This is an optimization exercise on Yosys and OpenROAD, whose aim is small area and a short achievable clock period, not a production implementation.
The RTL was checked by simulation tests, not by an equivalence proof against the original design.
Power is estimated from default activity; no workload was simulated.

File: design/flow/config.mk
export PLATFORM = sky130hd
export DESIGN_NAME = cpu_top
export DESIGN_NICKNAME = cpu_top
export VERILOG_FILES = /design/flow/design.v
export SDC_FILE = /design/flow/constraint.sdc
export NUM_CORES = 4
export LEC_CHECK = 0
export CAP_MARGIN = 20
export CORE_MARGIN = 2
export CORE_UTILIZATION = 60
export CTS_CLUSTER_DIAMETER = 70
export CTS_CLUSTER_SIZE = 26
export SLEW_MARGIN = 20
export SYNTH_HIERARCHICAL = 1
File: design/flow/constraint.sdc
create_clock -name core_clock -period 11.0 [get_ports {clk}]
set_input_delay 2.2000 -clock core_clock [delete_from_list [all_inputs] [get_ports {clk}]]
set_output_delay 2.2000 -clock core_clock [all_outputs]
set_load 0.01 [all_outputs]
File: design/flow/design.v
`timescale 1ns / 1ps
module rf_aoi6(
    input   wire[2:0]   s,       
    input   wire[2:0]   d,       
    output  wire        y
    );
    assign y = ~(|(s & d));
endmodule
module rf_grp(
    input   wire        p8,
    input   wire        p9,
    input   wire[1:0]   s,
    input   wire[1:0]   d,
    output  wire        y
    );
    wire p10 = ~(|(s & d));
    assign y = ~(p8 & p9 & p10);
endmodule
module rf_nand4(
    input   wire        a,
    input   wire        b,
    input   wire        c,
    input   wire        d,
    output  wire        y
    );
    assign y = ~(a & b & c & d);
endmodule
module rf_hold(
    input   wire        we,
    input   wire        d,
    input   wire        q,
    output  wire        y
    );
    assign y = we ? d : q;
endmodule
module rf_rdport(
    input   wire[31:0]      sel,
    input   wire[1023:0]    rf,      
    output  wire[31:0]      q0,
    output  wire[31:0]      q1,
    output  wire[31:0]      q2
    );
    genvar b, j, i;
    generate
        for (b = 0; b < 32; b = b + 1) begin : g_bit
            wire [31:0] col;
            wire [10:0] p;
            for (j = 0; j < 32; j = j + 1) begin : g_col
                assign col[j] = rf[j*32 + b];
            end
            for (i = 0; i < 10; i = i + 1) begin : g_aoi
                rf_aoi6 u_aoi(.s(sel[3*i +: 3]), .d(col[3*i +: 3]), .y(p[i]));
            end
            rf_nand4 u_n0(.a(p[0]), .b(p[1]), .c(p[2]), .d(p[3]), .y(q0[b]));
            rf_nand4 u_n1(.a(p[4]), .b(p[5]), .c(p[6]), .d(p[7]), .y(q1[b]));
            rf_grp u_n2(.p8(p[8]), .p9(p[9]), .s(sel[31:30]), .d(col[31:30]), .y(q2[b]));
        end
    endgenerate
endmodule
`timescale 1ns / 1ps
module fw_aoi222(
    input   wire        a1,
    input   wire        a2,
    input   wire        b1,
    input   wire        b2,
    input   wire        c1,
    input   wire        c2,
    output  wire        y
    );
    assign y = ~((a1 & a2) | (b1 & b2) | (c1 & c2));
endmodule
module fw_aoi22(
    input   wire        a1,
    input   wire        a2,
    input   wire        b1,
    input   wire        b2,
    output  wire        y
    );
    assign y = ~((a1 & a2) | (b1 & b2));
endmodule
module fw_oai31(
    input   wire        a1,
    input   wire        a2,
    input   wire        a3,
    input   wire        b1,
    output  wire        y
    );
    assign y = ~((a1 | a2 | a3) & b1);
endmodule
module fw_nor3(
    input   wire        a,
    input   wire        b,
    input   wire        c,
    output  wire        y
    );
    assign y = ~(a | b | c);
endmodule
module fw_nor2(
    input   wire        a,
    input   wire        b,
    output  wire        y
    );
    assign y = ~(a | b);
endmodule
module fw_nand2(
    input   wire        a,
    input   wire        b,
    output  wire        y
    );
    assign y = ~(a & b);
endmodule
module fw_nand3(
    input   wire        a,
    input   wire        b,
    input   wire        c,
    output  wire        y
    );
    assign y = ~(a & b & c);
endmodule
module fw_nand4(
    input   wire        a,
    input   wire        b,
    input   wire        c,
    input   wire        d,
    output  wire        y
    );
    assign y = ~(a & b & c & d);
endmodule
module fw_xor(
    input   wire        a,
    input   wire        b,
    output  wire        y
    );
    assign y = a ^ b;
endmodule
module fw_inv(
    input   wire        a,
    output  wire        y
    );
    assign y = ~a;
endmodule
module fw_op(
    input   wire[4:0]   s,
    input   wire[3:0]   re,      
    input   wire[31:0]  sum,
    input   wire        slt,
    input   wire        sltu,
    input   wire[31:0]  lr,
    input   wire[31:0]  ld,
    input   wire[31:0]  ma,
    input   wire[2:0]   vv,
    input   wire[31:0]  q0,
    input   wire[31:0]  q1,
    input   wire[31:0]  q2,
    output  wire[31:0]  op
    );
    wire es = s[0] & re[0];
    wire e2 = s[0] & re[2];
    wire e3 = s[0] & re[3];
    genvar i;
    generate
        for (i = 0; i < 32; i = i + 1) begin : g_b
            wire te, ta, tb, tc;
            fw_nand2 u_e(.a(es), .b(sum[i]), .y(te));
            fw_oai31 u_b(.a1(q0[i]), .a2(q1[i]), .a3(q2[i]), .b1(s[4]), .y(tb));
            if (i == 0) begin : g_s
                fw_aoi222 u_a(.a1(s[1]), .a2(ld[i]), .b1(s[2]), .b2(ma[i]),
                              .c1(e2), .c2(slt), .y(ta));
                fw_aoi222 u_c(.a1(s[0]), .a2(lr[i]), .b1(s[3]), .b2(vv[i]),
                              .c1(e3), .c2(sltu), .y(tc));
            end else if (i < 3) begin : g_v
                fw_aoi22 u_a(.a1(s[1]), .a2(ld[i]), .b1(s[2]), .b2(ma[i]), .y(ta));
                fw_aoi22 u_c(.a1(s[0]), .a2(lr[i]), .b1(s[3]), .b2(vv[i]), .y(tc));
            end else begin : g_n
                fw_aoi22 u_a(.a1(s[1]), .a2(ld[i]), .b1(s[2]), .b2(ma[i]), .y(ta));
                fw_nand2 u_c(.a(s[0]), .b(lr[i]), .y(tc));
            end
            fw_nand4 u_o(.a(te), .b(ta), .c(tb), .d(tc), .y(op[i]));
        end
    endgenerate
endmodule
module fw_eq(
    input   wire[31:0]  a,
    input   wire[31:0]  b,
    output  wire        eq0,
    output  wire        eq1,
    output  wire        eqn0,
    output  wire        eqn1
    );
    wire [31:0] x;
    wire [10:0] g;       
    wire [2:0]  h;       
    genvar i;
    generate
        for (i = 0; i < 32; i = i + 1) begin : g_x
            fw_xor u_x(.a(a[i]), .b(b[i]), .y(x[i]));
        end
        for (i = 0; i < 10; i = i + 1) begin : g_g
            fw_nor3 u_g(.a(x[3*i]), .b(x[3*i+1]), .c(x[3*i+2]), .y(g[i]));
        end
    endgenerate
    fw_nor2 u_g10(.a(x[30]), .b(x[31]), .y(g[10]));
    fw_nand4 u_h0(.a(g[0]), .b(g[1]), .c(g[2]), .d(g[3]), .y(h[0]));
    fw_nand4 u_h1(.a(g[4]), .b(g[5]), .c(g[6]), .d(g[7]), .y(h[1]));
    fw_nand3 u_h2(.a(g[8]), .b(g[9]), .c(g[10]), .y(h[2]));
    fw_nor3 u_e0(.a(h[0]), .b(h[1]), .c(h[2]), .y(eq0));
    fw_nor3 u_e1(.a(h[0]), .b(h[1]), .c(h[2]), .y(eq1));
    fw_inv u_n0(.a(eq0), .y(eqn0));
    fw_inv u_n1(.a(eq1), .y(eqn1));
endmodule
module pc_sel(
    input   wire[1:0]   eq,      
    input   wire[1:0]   eqn,     
    input   wire[9:0]   pc_eq,
    input   wire[9:0]   pc_ne,
    output  wire[9:0]   pc_next
    );
    genvar i;
    generate
        for (i = 0; i < 10; i = i + 1) begin : g_b
            wire t, f;
            fw_nand2 u_t(.a(eq[i / 5]), .b(pc_eq[i]), .y(t));
            fw_nand2 u_f(.a(eqn[i / 5]), .b(pc_ne[i]), .y(f));
            fw_nand2 u_o(.a(t), .b(f), .y(pc_next[i]));
        end
    endgenerate
endmodule
`timescale 1ns / 1ps
module ks_pg(
    input   wire        a,
    input   wire        b,
    output  wire        gn,
    output  wire        pn
    );
    assign gn = ~(a & b);
    assign pn = ~(a | b);
endmodule
module ks_np(
    input   wire        ghn,     
    input   wire        phn,
    input   wire        gln,     
    input   wire        pln,
    output  wire        g,
    output  wire        p
    );
    assign g = ~(ghn & (phn | gln));
    assign p = ~(phn | pln);
endmodule
module ks_pn(
    input   wire        gh,
    input   wire        ph,
    input   wire        gl,
    input   wire        pl,
    output  wire        gn,
    output  wire        pn
    );
    assign gn = ~(gh | (ph & gl));
    assign pn = ~(ph & pl);
endmodule
module ks_inv(
    input   wire        a,
    output  wire        y
    );
    assign y = ~a;
endmodule
module ks_xor(
    input   wire        a,
    input   wire        b,
    output  wire        y
    );
    assign y = a ^ b;
endmodule
module alu_slt(
    input   wire        x,
    input   wire        c,
    input   wire        a,
    output  wire        y
    );
    assign y = x ? ~c : a;
endmodule
module add32(
    input   wire[31:0]  a,
    input   wire[31:0]  b,
    input   wire        ci,
    output  wire[31:0]  s,
    output  wire[31:0]  x,       
    output  wire        c31,     
    output  wire        con      
    );
    wire [32:0] g [0:6];
    wire [32:0] p [0:6];
    genvar i, l;
    generate
        ks_inv u_ci(.a(ci), .y(g[0][0]));
        assign p[0][0] = 1'b1;               
        for (i = 0; i < 32; i = i + 1) begin : g_pg
            ks_pg u_pg(.a(a[i]), .b(b[i]), .gn(g[0][i+1]), .pn(p[0][i+1]));
            ks_xor u_x(.a(a[i]), .b(b[i]), .y(x[i]));
        end
        for (l = 1; l <= 6; l = l + 1) begin : g_lv
            for (i = 0; i <= 32; i = i + 1) begin : g_pos
                if (i >= (1 << (l - 1))) begin : g_c
                    if (l % 2 == 1) begin : g_np
                        ks_np u(.ghn(g[l-1][i]), .phn(p[l-1][i]),
                                .gln(g[l-1][i - (1 << (l - 1))]),
                                .pln(p[l-1][i - (1 << (l - 1))]),
                                .g(g[l][i]), .p(p[l][i]));
                    end else begin : g_pn
                        ks_pn u(.gh(g[l-1][i]), .ph(p[l-1][i]),
                                .gl(g[l-1][i - (1 << (l - 1))]),
                                .pl(p[l-1][i - (1 << (l - 1))]),
                                .gn(g[l][i]), .pn(p[l][i]));
                    end
                end else begin : g_t
                    ks_inv u(.a(g[l-1][i]), .y(g[l][i]));
                    assign p[l][i] = 1'b0;
                end
            end
        end
        for (i = 0; i < 32; i = i + 1) begin : g_s
            ks_xor u_s(.a(x[i]), .b(g[5][i]), .y(s[i]));
        end
    endgenerate
    assign con = g[6][32];
    assign c31 = g[5][31];
endmodule
module alu(
    input   wire[31:0]  a,
    input   wire[31:0]  in2x,
    input   wire        sub,
    input   wire[3:0]   rsel,
    input   wire[1:0]   lop,     
    input   wire        lui,
    output  wire[31:0]  sum,     
    output  wire        slt,
    output  wire        sltu,
    output  wire[31:0]  lr,      
    output  wire[31:0]  y
    );
    wire [31:0] x;
    wire        c31;
    add32 u_add(.a(a), .b(in2x), .ci(sub), .s(sum), .x(x), .c31(c31), .con(sltu));
    alu_slt u_slt(.x(x[31]), .c(c31), .a(a[31]), .y(slt));
    reg  [31:0] lres;
    always @(*) begin
        case (lop)
            2'b00: lres = a & ~x;
            2'b01: lres = a | x;
            2'b10: lres = x;
            default: lres = lui ? {in2x[15:0], 16'b0} : ~(a | x);
        endcase
    end
    assign lr = {32{rsel[1]}} & lres;
    assign y  = ({32{rsel[0]}} & sum) | lr | {31'b0, (rsel[2] & slt) | (rsel[3] & sltu)};
endmodule
`timescale 1ns / 1ps
module cpu_top(
    input   wire        clk,
    input   wire        rstn,
    input   wire        vga_en,      
    input   wire[1:0]   vga_dir,     
    output  wire[31:0]  vga_pos,     
    output  wire[9:0]   imem_addr,
    input   wire[31:0]  imem_rdata,
    output  wire[9:0]   dmem_addr,
    output  wire[31:0]  dmem_wdata,
    output  wire        dmem_we,
    output  wire        dmem_re,
    input   wire[31:0]  dmem_rdata
    );
wire rst = !rstn;
reg  [9:0]  pc;
wire [9:0]  pc4 = pc + 10'd1;
wire [9:0]  pc_if_eq, pc_if_ne;      
wire [9:0]  pc_next;
wire [1:0]  eq, eqn;
assign imem_addr = pc;
always @(posedge clk) begin
    pc <= pc_next;
end
reg         id_valid;
reg  [9:0]  id_pc;
reg  [5:0]  id_op;
reg  [20:0] id_lo;           
wire [31:0] id_instr = {id_op, 5'b0, id_lo};
reg  [31:0] sel1, sel2;      
reg  [4:0]  s1, s2;          
wire [4:0]  f_rs = imem_rdata[25:21];
wire [4:0]  f_rt = imem_rdata[20:16];
wire [4:0]  s1_d, s2_d;
always @(posedge clk) begin
    id_valid <= !rst;
    id_pc    <= pc4;
    id_op    <= imem_rdata[31:26];
    id_lo    <= imem_rdata[20:0];
    sel1     <= 32'b1 << f_rs;
    sel2     <= 32'b1 << f_rt;
    s1       <= s1_d;
    s2       <= s2_d;
end
wire [5:0]  opc = id_instr[31:26];
wire [5:0]  fn  = id_instr[5:0];
wire [4:0]  rt  = id_instr[20:16];
wire [4:0]  rd  = id_instr[15:11];
wire [15:0] imm = id_instr[15:0];
wire is_r    = (opc == 6'b000000);
wire r_logic = is_r && (fn[5:2] == 4'b1001);             
wire r_arith = is_r && (fn[5:2] == 4'b1000);             
wire r_slt   = is_r && (fn == 6'b101010);
wire r_sltu  = is_r && (fn == 6'b101011);
wire r_ok    = r_logic | r_arith | r_slt | r_sltu;
wire i_addi  = (opc == 6'b001000);
wire i_addiu = (opc == 6'b001001);
wire i_logic = (opc[5:2] == 4'b0011);                    
wire i_lui   = (opc == 6'b001111);
wire i_lw    = (opc == 6'b100011);
wire i_sw    = (opc == 6'b101011);
wire i_beq   = (opc == 6'b000100);
wire i_bne   = (opc == 6'b000101);
wire i_j     = (opc == 6'b000010);
wire d_rw    = id_valid & (r_ok | i_addi | i_addiu | i_logic | i_lw);
wire d_mw    = id_valid & i_sw;
wire d_m2r   = id_valid & i_lw;
wire d_beq   = id_valid & i_beq;
wire d_bne   = id_valid & i_bne;
wire d_j     = id_valid & i_j;
wire [4:0] d_wa = r_ok ? rd : rt;
wire d_alusrc = i_addi | i_addiu | i_logic | i_lw | i_sw;
wire d_immhi  = (i_addi | i_lw | i_sw) & imm[15];
wire d_sub    = (r_arith & fn[1]) | r_slt | r_sltu;
wire [3:0] d_rsel = {r_sltu, r_slt, r_logic | i_logic,
                     !(r_slt | r_sltu | r_logic | i_logic)};
wire [1:0] d_lop  = is_r ? fn[1:0] : opc[1:0];
wire       d_lui  = i_lui;
reg         ex_rw, ex_mw, ex_m2r;
reg  [4:0]  ex_wa;
reg         mem_rw, mem_mw, mem_m2r, wsel;
reg  [4:0]  mem_wa;
reg  [31:0] mem_alu, mem_sd;
wire [31:0] alu_out, alu_sum, alu_lr;
wire        alu_slt, alu_sltu;
wire [31:0] mem_wd = wsel ? dmem_rdata : mem_alu;       
reg         en_d, vga_pend;
wire [31:0] vga_val = {30'b0, vga_dir} + 32'd1;
reg           rst_q;
always @(posedge clk) rst_q <= rst;
wire [31:0]   wd = rst_q ? 32'b0 : mem_wd;
wire [1023:0] rf_flat;
genvar j;
generate
    for (j = 0; j < 32; j = j + 1) begin : g_rf
        reg  [31:0] r;
        wire wi = rst_q || (mem_rw && (mem_wa == j));
        if (j == 6) begin : g_v
            always @(posedge clk) begin
                if (wi)            r <= wd;
                else if (vga_pend) r <= vga_val;
            end
        end else if (j == 1) begin : g_p
            wire [31:0] nx;
            genvar b;
            for (b = 0; b < 32; b = b + 1) begin : g_h
                rf_hold u_hold(.we(wi), .d(wd[b]), .q(r[b]), .y(nx[b]));
            end
            always @(posedge clk) begin
                r <= nx;
            end
        end else begin : g_n
            always @(posedge clk) begin
                if (wi) r <= wd;
            end
        end
        assign rf_flat[j*32 +: 32] = r;
    end
endgenerate
always @(posedge clk) begin
    en_d     <= vga_en;
    vga_pend <= n_vga;
end
assign vga_pos = rf_flat[32 +: 32];
wire [31:0] r1q0, r1q1, r1q2, r2q0, r2q1, r2q2;
rf_rdport u_rd1(.sel(sel1), .rf(rf_flat), .q0(r1q0), .q1(r1q1), .q2(r1q2));
rf_rdport u_rd2(.sel(sel2), .rf(rf_flat), .q0(r2q0), .q1(r2q1), .q2(r2q2));
wire n_ex_rw   = !rst && d_rw;
wire n_mem_rw  = !rst && ex_rw;
wire n_mem_m2r = !rst && ex_m2r;
wire n_vga     = !en_d && vga_en && !mem_rw;        
wire fe1 = n_ex_rw  && (d_wa  == f_rs);
wire fe2 = n_ex_rw  && (d_wa  == f_rt);
wire fm1 = n_mem_rw && (ex_wa == f_rs);
wire fm2 = n_mem_rw && (ex_wa == f_rt);
wire v1  = n_vga && (f_rs == 5'd6);
wire v2  = n_vga && (f_rt == 5'd6);
assign s1_d = {!fe1 && !fm1 && !v1, !fe1 && !fm1 && v1,
               !fe1 && fm1 && !n_mem_m2r, !fe1 && fm1 && n_mem_m2r, fe1};
assign s2_d = {!fe2 && !fm2 && !v2, !fe2 && !fm2 && v2,
               !fe2 && fm2 && !n_mem_m2r, !fe2 && fm2 && n_mem_m2r, fe2};
wire [31:0] op1, op2;
fw_op u_op1(.s(s1), .re(ex_rsel), .sum(alu_sum), .slt(alu_slt), .sltu(alu_sltu),
            .lr(alu_lr), .ld(dmem_rdata),
            .ma(mem_alu), .vv(vga_val[2:0]), .q0(r1q0), .q1(r1q1), .q2(r1q2), .op(op1));
fw_op u_op2(.s(s2), .re(ex_rsel), .sum(alu_sum), .slt(alu_slt), .sltu(alu_sltu),
            .lr(alu_lr), .ld(dmem_rdata),
            .ma(mem_alu), .vv(vga_val[2:0]), .q0(r2q0), .q1(r2q1), .q2(r2q2), .op(op2));
fw_eq u_eq(.a(op1), .b(op2), .eq0(eq[0]), .eq1(eq[1]), .eqn0(eqn[0]), .eqn1(eqn[1]));
pc_sel u_pcsel(.eq(eq), .eqn(eqn), .pc_eq(pc_if_eq), .pc_ne(pc_if_ne), .pc_next(pc_next));
wire [9:0] tgt = d_j ? imm[9:0] : (id_pc + imm[9:0]);
assign pc_if_eq = rst ? 10'd0 : (d_beq | d_j) ? tgt : pc4;
assign pc_if_ne = rst ? 10'd0 : (d_bne | d_j) ? tgt : pc4;
reg  [31:0] ex_a, ex_in2, ex_sd;
reg         ex_sub, ex_lui;
reg  [3:0]  ex_rsel;
reg  [1:0]  ex_lop;
always @(posedge clk) begin
    if (rst) begin
        ex_rw  <= 1'b0;
        ex_mw  <= 1'b0;
        ex_m2r <= 1'b0;
    end else begin
        ex_rw  <= d_rw;
        ex_mw  <= d_mw;
        ex_m2r <= d_m2r;
    end
    ex_wa     <= d_wa;
    ex_a      <= op1;
    ex_in2    <= (d_alusrc ? {{16{d_immhi}}, imm} : op2) ^ {32{d_sub}};
    ex_sd     <= op2;
    ex_sub    <= d_sub;
    ex_rsel   <= d_rsel;
    ex_lop    <= d_lop;
    ex_lui    <= d_lui;
end
alu u_alu(.a(ex_a), .in2x(ex_in2), .sub(ex_sub), .rsel(ex_rsel), .lop(ex_lop),
          .lui(ex_lui), .sum(alu_sum), .slt(alu_slt), .sltu(alu_sltu),
          .lr(alu_lr), .y(alu_out));
always @(posedge clk) begin
    if (rst) begin
        mem_rw  <= 1'b0;
        mem_mw  <= 1'b0;
        mem_m2r <= 1'b0;
    end else begin
        mem_rw  <= ex_rw;
        mem_mw  <= ex_mw;
        mem_m2r <= ex_m2r;
    end
    wsel    <= ex_m2r;
    mem_wa  <= ex_wa;
    mem_alu <= alu_out;
    mem_sd  <= ex_sd;
end
assign dmem_addr  = mem_alu[11:2];
assign dmem_wdata = mem_sd;
assign dmem_we    = mem_mw;
assign dmem_re    = mem_m2r;
endmodule
File: design/flow/flow/run.sh
#!/bin/bash
set -e
export BUFFER_PORTS_ARGS="-buffer_cell sky130_fd_sc_hd__buf_2"
export SETUP_SLACK_MARGIN=7.5
bash standard.sh > standard_flow.log 2>&1
File: design/flow/standard.sh
#!/bin/bash
# synth_recipe.tcl (not shown) runs the flow's synth.tcl, then flattens the netlist and writes it again
# the make line also repeats each setting of config.mk as NAME=value (left out here)
make -C /OpenROAD-flow-scripts/flow DESIGN_CONFIG=/design/flow/config.mk WORK_HOME=/design/flow/orfs CLKGATE_MAP_FILE= SYNTH_SCRIPT=/design/flow/synth_recipe.tcl "${@:-finish}"
==> summary.md, run 1 <==
| Metric | Value |
|---|---|
| Max Fclk | 264 MHz |
| Reg2reg path depth | 14 |
| Final hold vios | 0 |
| CP required | 11.57 ns |
| Final setup vio count | 0 |
| Crit Path Class | reg -> reg |
| GRT Util Overall | 40.9% |
| Synth-to-Final Area Change | 11.7% |
| CTS Hold Bufs | 0 |
| Ports | 155 |
| Initial antenna violation count | 12 |
| Critical-path cell list | buf_12, buf_12, a222oi_1, nand4_1, o31ai_4, nand4_1, xor2_1, nor3_2, nand4_1, buf_6, nor3_4, inv_2, nand2_1, nand2_1 |
| Drt drc | 0 |
| Width of the die | 311 um |
| Net Switching | 4.24 mW |
| Vias per cell | 7.87 |
| GRT busiest layer | met2 |
| Peak supply drop | 150 uV |
| Power per cell area | 207 nW/um^2 |
| Mapped Avg Cell Area | 14.4 um^2 |
| Sequential Power Share | 55.5% |
| CP bufs+invs | 4 |
| Synth Warn # | 9 |
| Max-cap violations | 0 |
| Setup TNS | 0 ns |
| Mapped cell area | 56600 um^2 |
| Clock transition at path regs | 0.10 ns |
| Die Height | 311 um |
| Clock skew | 0.0392 ns |
| GR Util met3 | 14.1% |
| Leak | 22.0 nW |
| Core area | 93500 um^2 |
| Slew headroom | 22.2% |
| Vias in the first global route | 42100 |
| Initial DRC Count | 9681 |
| Int Pwr | 8.86 mW |
| Post-layout min period | 3.79 ns |
| Routing usage on met2 | 62.8% |
| FF-to-FF Start | sel2[21] |
| FF-to-FF End | pc[8] |
| Hold path depth | 0 |
| Largest stage delay, worst path | 0.50 ns |
| Fillers | 6558 |
| Placed cell area | 59800 um^2 |
| Net Sw Frac | 32.4% |
| TritonCTS clock tree | built |
| Critical Path Start Type | register |
| Layout cells sized above 1 | 23.5% |
| R2r setup slk | 7.21 ns |
| Hold_sp | ex_sd[18] |
| Routed Wire Length | 206000 um |
| Worst EP arrival | 4.36 ns |
| Drt wl/cell | 37.1 um |
| RSZ-0062 raised after global routing | true |
| Clock latency (worst-skew pair) | 0.69 ns |
| ANT nets after route | 0 |
| IO Port Bufs | 154 |
| Crit path top cell by count | nand4_1 |
| Max Root-Sink Buffers | 3 |
| NumNets Final | 4313 |
| First-pass GRT wire length | 288000 um |
| Dpl hpwl | 126000 um |
| WHS Endpoint | mem_sd[18] |
| Crit. End Element | register |
| DR pass1 iterations | 13 |
| Largest net degree at the start of global routing | 50 |
| CP Max Fanout | 13 |
| Fin crit share | 34.4% |
| M1 GR Usage | 52.5% |
| DIE AREA | 96900 um^2 |
| Hold Crit Class | reg -> reg |
| Status | timing/DRC/antenna clean |
| Slew Limit Fails | 0 |
| Synth Net Count | 4023 |
| Combinational fraction of design power | 21.2% |
| GP Congestion | 1.01 |
| Crit path max-delay family | simple AND/OR/NAND/NOR gates |
| Critical-path top delay cell | o31ai_4 |
| Clock share of power | 23.3% |
| Global route overflow | 0 |
| Clock Sinks | 1334 |
| CTS Buf Count | 70 |
| Worst Max-Slew Pin Slew | 1.17 ns |
| Starting Density | 60.6% |
| Finished Cell Area | 63300 um^2 |
| CTS root buffer | clkbuf_16 |
| Vias after detailed routing | 43600 |
| Synth Instances | 3942 |
| H-Tree Depth | 3 |
| # rows | 112 |
[power groups by stage]
| stage | Clock (mW) | Combinational [mW] | Sequential (mW) |
|---|---|---|---|
| 2_1_floorplan | 0 | 1.57 | 7.16 |
| 3_3_place_gp | 0 | 2.46 | 7.25 |
| 3_5_place_dp | 0 | 2.53 | 7.33 |
| 4_1_cts | 3.06 | 2.61 | 7.24 |
| 5_1_grt | 3.23 | 2.89 | 7.35 |
| 6_report | 3.05 | 2.77 | 7.27 |
[layout by cell type, fill, tap and decap left out, types with 76 or more instances in the layout]
cell type,instances
a222oi_1,645
buf_2,142
buf_4,129
clkbuf_16,76
dfxtp_1,262
edfxtp_1,992
nand2_1,290
nand3_1,85
nand4_1,199
nor2_1,173
o21ai_2,80
xor2_1,109
[metrics by stage]
stage	total power, mW	setup WS (ns)	instances	hold WS (ns)	util (%)
floorplan	8.73	7.19	3942	0.310	-
global placement	9.71	6.54	5386	0.312	63.9
global route	13.5	7.29	5539	0.339	67.7
finish	13.1	7.21	5546	0.335	67.7
detailed placement	9.86	6.51	5387	0.312	64.0
CTS	12.9	7.46	5524	0.330	67.1
[cell type report]
class | instances | area [um^2] | area share (%)
sequential | 1334 | 36800 | 58.1
multi-input combinational | 2454 | 20200 | 31.9
timing repair buffer | 307 | 2180 | 3.45
clock buffer | 94 | 1930 | 3.04
tap | 1254 | 1570 | 2.48
clock inverter | 29 | 365 | 0.577
inverter | 65 | 244 | 0.386
antenna | 9 | 22.5 | 0.0356
[registers in the layout (all words and copies together) (netlist names), 21 cells and up]
name and cells:
ex_a 32, ex_sd 32, id_lo 21, mem_sd 32, sel1 32, g_rf.r 1024
ex_in2 32, mem_alu 32, sel2 32
[worst max path at each step]
stage                          endpoint  cells past startpoint           start  slack (ns)
after floorplan           g_rf[25].r[0]                      4       mem_wa[3]        7.19
after global placement            pc[9]                     10  dmem_rdata[22]        6.54
after detailed placement          pc[8]                     10  dmem_rdata[21]        6.51
after CTS                         pc[8]                     11      vga_dir[1]        7.46
after global routing              pc[8]                     13        sel2[21]        7.29
final                             pc[8]                     14        sel2[21]        7.21
[what timing repair did]
item	4_1_cts	5_1_grt
pin swaps	54	51
setup buffers	14	10
resized for setup	137	88
cloned	0	3
endpoints found under the setup margin	40	24
[layer usage]
metal | part of all wire (%) | up-vias
met1 | 34 | 21400
li1 | - | 17600
met3 | 16 | 770
met2 | 45 | 3835
met5 | 0.046 | -
met4 | 5.3 | 14
==> run 2: changes to the inputs <==
--- a/design/flow/design.v
+++ b/design/flow/design.v
@@ -27,10 +27,2 @@
 endmodule
-module rf_hold(
-    input   wire        we,
-    input   wire        d,
-    input   wire        q,
-    output  wire        y
-    );
-    assign y = we ? d : q;
-endmodule
 module rf_rdport(
@@ -458,11 +450,2 @@
             end
-        end else if (j == 1) begin : g_p
-            wire [31:0] nx;
-            genvar b;
-            for (b = 0; b < 32; b = b + 1) begin : g_h
-                rf_hold u_hold(.we(wi), .d(wd[b]), .q(r[b]), .y(nx[b]));
-            end
-            always @(posedge clk) begin
-                r <= nx;
-            end
         end else begin : g_n
==> design/flow/flow/run.sh (replaced) <==
#!/bin/bash
set -e
export BUFFER_PORTS_ARGS="-buffer_cell sky130_fd_sc_hd__buf_2"
export SETUP_SLACK_MARGIN=7.4
bash standard.sh > standard_flow.log 2>&1
==> summary.md, run 2 <==
| Metric | Value |
|---|---|
| Routed Wire Length | 205000 um (-0.28%) |
| Multi-input logic area | 19500 um^2 (-3.3%) |
| Synth-to-Final Area Change | 11.6% (about the same) |
| H-Tree Depth | 3 (unchanged) |
| # rows | 112 (unchanged) |
| Clock latency (worst-skew pair) | 0.70 ns (about the same) |
| Largest register FFs | 1024 (unchanged) |
| Sequential Power Share | 55.5% (about the same) |
| Clock share of power | 24.1% (+0.8 points) |
| Hold path depth | 0 (unchanged) |
| IO Port Bufs | 154 (unchanged) |
| Global route overflow | 0 (unchanged) |
| Clock Sinks | 1334 (unchanged) |
| GRT Util Overall | 41.5% (+0.67 points) |
| Layout Cells excl Fill | 5485 (-1.1%) |
| Total area of sequential cells | 37000 um^2 (+0.76%) |
| Net Sw Frac | 32.5% (+0.13 points) |
| RSZ-0062 raised after global routing | true |
| Dpl hpwl | 127000 um (+0.70%) |
| DIE AREA | 96200 um^2 (-0.66%) |
| Drt wl/cell | 37.4 um (+0.82%) |
| ANT nets after route | 0 (unchanged) |
| WHS Endpoint | mem_sd[8] |
| Max Root-Sink Buffers | 3 (unchanged) |
| Die Height | 310 um (-0.33%) |
| DP Cell Count | 5338 (-0.91%) |
| First-pass GRT wire length | 286000 um (-0.71%) |
| Largest net degree at the start of global routing | 52 (+4.0%) |
| Ports | 155 (unchanged) |
| R2r setup slk | 7.35 ns (+0.14 ns) |
| FF-to-FF Start | sel2[11] |
| Max-cap violations | 0 (unchanged) |
| Synth Net Count | 3970 (-1.3%) |
| Worst Max-Slew Pin Slew | 1.10 ns (-0.0683 ns) |
| Starting Density | 60.4% (-0.23 points) |
| Most frequent cells in the layout | 1024 x edfxtp_1, 645 x a222oi_1, 295 x nand2_1, 259 x dfxtp_1, 198 x nand4_1 |
| Final hold vios | 0 (unchanged) |
| Synth Instances | 3889 (-1.3%) |
| Max Fclk | 274 MHz (+3.8%) |
| Leak | 21.7 nW (-1.0%) |
| DR pass1 iterations | 14 (+1) |
| Synth Warn # | 9 (unchanged) |
| Peak supply drop | 182 uV (+21%) |
| Fillers | 6570 (+0.18%) |
| Combinational fraction of design power | 20.4% (-0.8 points) |
| Final setup vio count | 0 (unchanged) |
| Int Pwr | 8.82 mW (-0.41%) |
| Post-layout min period | 3.65 ns (-0.137 ns) |
| Initial antenna violation count | 12 (unchanged) |
| Clock transition at path regs | 0.10 ns (about the same) |
| Vias after detailed routing | 43400 (-0.45%) |
| CP Max Fanout | 32 (+19) |
| Commonest non-fill, non-tap cell in the layout | edfxtp_1 |
| Fin crit share | 33.2% (-1.2 points) |
| Crit. End Element | register |
| Reg2reg path depth | 12 (-2) |
| Drt drc | 0 (unchanged) |
| TritonCTS clock tree | built |
| CTS Buf Count | 74 (+5.7%) |
| Net Switching | 4.25 mW (+0.19%) |
| Status | timing/DRC/antenna clean |
| NumNets Final | 4257 (-1.3%) |
| Critical Path Start Type | register |
| Crit Path Class | reg -> reg |
| Width of the die | 310 um (-0.33%) |
| Slew Limit Fails | 0 (unchanged) |
| Setup TNS | 0 ns (unchanged) |
| CTS root buffer | clkbuf_16 |
| Slew headroom | 26.7% (+4.4 points) |
| Hold Crit Class | reg -> reg |
| Mapped Avg Cell Area | 14.5 um^2 (+0.68%) |
| Hold_sp | ex_sd[8] |
| Vias per cell | 7.92 (+0.66%) |
| CP required | 11.62 ns (+0.05 ns) |
| Clock skew | 0.0342 ns (-0.00503 ns) |
| FF-to-FF End | pc[8] |
| Initial DRC Count | 10500 (+8.8%) |
| Biggest register | g_rf.r |
| Vias in the first global route | 41100 (-2.3%) |
| Layout cells sized above 1 | 22.3% (-1.2 points) |
| Worst EP arrival | 4.27 ns (-0.09 ns) |
| Mapped cell area | 56300 um^2 (-0.67%) |
| CTS Hold Bufs | 0 (unchanged) |
| GP Congestion | 0.975 (-3.8%) |
| Power per cell area | 208 nW/um^2 (+0.55%) |
| Core area | 93200 um^2 (-0.30%) |
-- run 2: power by group through the flow --
stage | Sequential (mW) | Combinational (mW) | Clock (mW)
finish | 7.25 | 2.66 | 3.15
global route | 7.33 | 2.77 | 3.34
CTS | 7.21 | 2.47 | 3.16
detailed placement | 7.33 | 2.43 | 0
global placement | 7.24 | 2.37 | 0
floorplan | 7.15 | 1.51 | 0
-- run 2: critical path: stages (launching register included) --
cell and delay (ns):
dfxtp_1 0.32, buf_4 0.31, a222oi_1 0.45, nand4_1 0.37, o31ai_4 0.51, nand4_1 0.23
xor2_1 0.23, nor3_2 0.31, nand3_4 0.23, nor3_4 0.27, buf_4 0.16, nand2_1 0.05
nand2_1 0.07
-- run 2: what timing repair did --
action | in CTS | in global routing
resized for setup | 37 | 137
setup endpoints to repair | 17 | 16
buffers inserted | 9 | 7
pin swaps | 3 | 54
-- run 2: metal layers --
layer  routed length, um  share of wire, %  global-route usage (%)
met1               69300                34                    54.9
met3               32600                16                    12.3
met5                 167             0.081                  0.0506
met2               92500                45                    64.3
met4               10600               5.2                    17.6
-- run 2: cell type report --
type                            count  area share (%)
Timing Repair Buffer              298            3.12
Sequential cell                  1334            59.0
Clock buffer                       85            3.10
Tap cell                         1254            2.50
Antenna cell                        6          0.0239
Inverter                           67           0.400
Clock inverter                     40           0.763
Multi-Input combinational cell   2401            31.1
-- run 2: worst max-delay path by stage --
stage | from | slack (ns) | to
global placement | dmem_rdata[21] | 6.62 | pc[9]
detailed placement | dmem_rdata[22] | 6.57 | pc[9]
floorplan | mem_wa[3] | 7.19 | g_rf[25].r[0]
global route | g_rf[1].r[12] | 7.34 | vga_pos[12]
CTS | g_rf[1].r[12] | 7.36 | vga_pos[12]
finish | sel2[11] | 7.35 | pc[8]
-- run 2: metrics by stage --
step / instance area, um^2 / utilization, % / hold slack (ns) / setup slack (ns) / total power, mW
after floorplan: 56300 / - / 0.310 / 7.19 / 8.66
after global placement: 59400 / 63.8 / 0.313 / 6.62 / 9.60
after detailed placement: 59400 / 63.8 / 0.313 / 6.57 / 9.75
after CTS: 62100 / 66.6 / 0.330 / 7.36 / 12.8
after global routing: 62800 / 67.4 / 0.337 / 7.34 / 13.4
final: 62800 / 67.4 / 0.325 / 7.35 / 13.1

static timing again, ports no longer ideal:
In the flow no input, the clock included, has a driving cell. The finished layouts below were timed again as built, in two steps. Step 1 assumes that a clkbuf_16 drives the clock port and a buf_2 every other input. Step 2 adds t to the input delays and takes it off the output delays; t is the mean of the earliest and latest rising clock arrival at the registers after step 1. Input paths then give back, and output paths get back, about the clock's delay inside the block. Three values: ideal ports, drivers, drivers and shift; two values: the first two.
run | t (ns) | setup slack, ns | clock arrival spread, ns
run 1 | 0.750 | 7.212 / 7.212 / 6.788 | 0.039 / 0.039
run 2 | 0.750 | 7.349 / 7.300 / 6.731 | 0.035 / 0.035
After both steps every run listed still meets setup and hold. For run 2, which loses most, drivers alone change the setup slack by -0.049 ns; drivers and shift together by -0.618 ns.
